Background: an optimization exercise with open tools, aiming at small area. Do not read the settings as production practice. Where RTL was checked, it was by simulation tests only, not by an equivalence proof against the original.

Design alu, start of the top module:
module alu (
    input wire clk,
    input wire rst,
    input wire enable,
    input wire [7:0] operation,
    input wire [7:0] op1,
    input wire [7:0] op2,
	input wire cpu_carry,
    output wire [7:0] result_l,
    output wire [7:0] result_h,
    output wire carry,
    output wire zero,
    output wire sign
);
clock: 7.0 ns
lec_check: 0
cap_margin: 0
core_margin: 2
core_utilization: 60
cts_buf_list: sky130_fd_sc_hd__clkbuf_8
gpl_timing_driven: 0
slew_margin: 0
standard.sh (not shown) runs the stock make flow with config.mk's settings and CLKGATE_MAP_FILE= SYNTH_SCRIPT=/design/flow/synth_recipe.tcl, a recipe that flattens the netlist after the stock synthesis.
==> flow/flow/run.sh <==
#!/bin/bash
# Own layout flow: the standard ORFS flow (standard.sh) with two changes.
#  1. Synthesis is synth_recipe.tcl on a copy of ORFS's synth.tcl that maps the
#     design's alu_fa full adders straight to the fa_1 cell, skips extract_fa,
#     and maps the rest with an area-oriented ABC script (area.abc: deepsyn, then area mapping).
#     Registers, flattening and renaming are as in the standard synthesis.
#  2. Ports are buffered with buf_1 (BUFFER_PORTS_ARGS) instead of the
#     default pick; every input and output port still gets its buffer.
# Each tool's output goes to a log in this folder (ORFS keeps per-step logs
# under orfs/logs).
set -euo pipefail
W=$(pwd)
F=$W/flow
python3 "$F/patch_synth.py" "$FLOW_HOME/scripts/synth.tcl" "$W/cust_core.tcl" \
    "$F/cellmap.v" "$F/area.abc" > "$W/patch_synth.log" 2>&1
sed "s#source \$::env(SCRIPTS_DIR)/synth.tcl#source {$W/cust_core.tcl}#" \
    "$W/synth_recipe.tcl" > "$W/cust_synth.tcl"
grep -q cust_core "$W/cust_synth.tcl"
bash "$W/standard.sh" "SYNTH_SCRIPT=$W/cust_synth.tcl" \
    "BUFFER_PORTS_ARGS=-buffer_cell sky130_fd_sc_hd__buf_1" finish \
    > "$W/standard.log" 2>&1
==> flow/flow/area.abc <==
strash
&get -n
&deepsyn -T 120
&put
dch -f
map -a
topo
==> flow/flow/cellmap.v <==
(* techmap_celltype = "alu_fa" *)
module _map_alu_fa (input a, input b, input c, output s, output co);
  sky130_fd_sc_hd__fa_1 _TECHMAP_REPLACE_ (.A(a), .B(b), .CIN(c), .SUM(s), .COUT(co));
endmodule
==> flow/flow/patch_synth.py <==
#!/usr/bin/env python3
"""Write a copy of ORFS's synth.tcl with three changes:
 - instances of the design's alu_fa module become the library's fa_1 cell
   (techmap with cellmap.v) before the design is flattened;
 - extract_fa is skipped (the adders are already cells);
 - the final ABC mapping uses the area-oriented script area.abc.
usage: patch_synth.py synth.tcl out.tcl cellmap.v area.abc"""
import sys
src_path, out_path, cellmap, abc = sys.argv[1:5]
src = open(src_path).read()

def sub(old, new):
    global src
    if src.count(old) != 1:
        sys.exit(f"patch_synth: expected one {old!r} in {src_path}")
    src = src.replace(old, new)

a = 'hierarchy -check -top $::env(DESIGN_NAME)\n'
sub(a, a + f'techmap -map {{{cellmap}}}\n')
sub('  extract_fa {*}[dont_use_extract_fa_args]\n', '')
b = '  log_cmd abc {*}$abc_args\n'
sub(b, f'  set abc_args [lreplace $abc_args 1 1 {{{abc}}}]\n' + b)
open(out_path, 'w').write(src)
print("patched", src_path, "->", out_path)
The baseline produced a clean layout.
Rerun with:
--- a/flow/design.v
+++ b/flow/design.v
@@ -211,19 +211,19 @@
 			ca <= 0;
 			ze <= 0;
 			si <= 0;
 		end else if (enable) begin
 			res_h <= {8{is_mul}} & prod[15:8];
 			if (wl) res_l <= val;
 			if (zset) ze <= 1'b1;
 			if (diff & ~cc[8]) si <= 1'b1;
 			if (is_clrc) ca <= 1'b0;
-			else if (is_rlc) ca <= cc[8];
+			else if (is_rlc) ca <= a[7];
 			else if (is_rrc) ca <= a[0];
 			else if (ca_set) ca <= 1'b1;
 		end
 	end
 endmodule
 module alu_fa (
 	input wire a,
 	input wire b,
 	input wire c,
Outcome:
- worst setup slack loses 0.079 ns
- non-clock buffer count rises by 6
- clock-buffer cell count stays the same
- cell area rises by about 1.4%
- utilization rises by 1.4 points
Only the layout flow was run in the second run of this note; the RTL was not checked for function there.

-- what the ideal ports hide --
The results above use ideal ports. As a check the final layouts listed here were re-extracted and re-timed, cells and wires unchanged. Step 1 assumes that a clkbuf_16 drives the clock port and a buf_2 every other input. Step 2 times the ports against the registers' clock, not the clock port: input delays grow and output delays shrink by t, the midpoint of the rising clock arrivals with the driver on. Three values: no drivers, after step 1, after step 2; two values: the first two.
run | t, ns | setup WS [ns] | hold slack, ns | latest minus earliest clock arrival (ns) | worst slew at a driven data input, ns
the first run | 0.283 | 0.281 / 0.285 / 0.002 | 0.480 / 0.480 / 0.480 | 0.004 / 0.003 | 0.03
the second run | 0.284 | 0.202 / 0.207 / -0.077 | 0.486 / 0.486 / 0.486 | 0.003 / 0.002 | 0.04
Met with ideal ports but missed after step 2: setup timing in the second run.
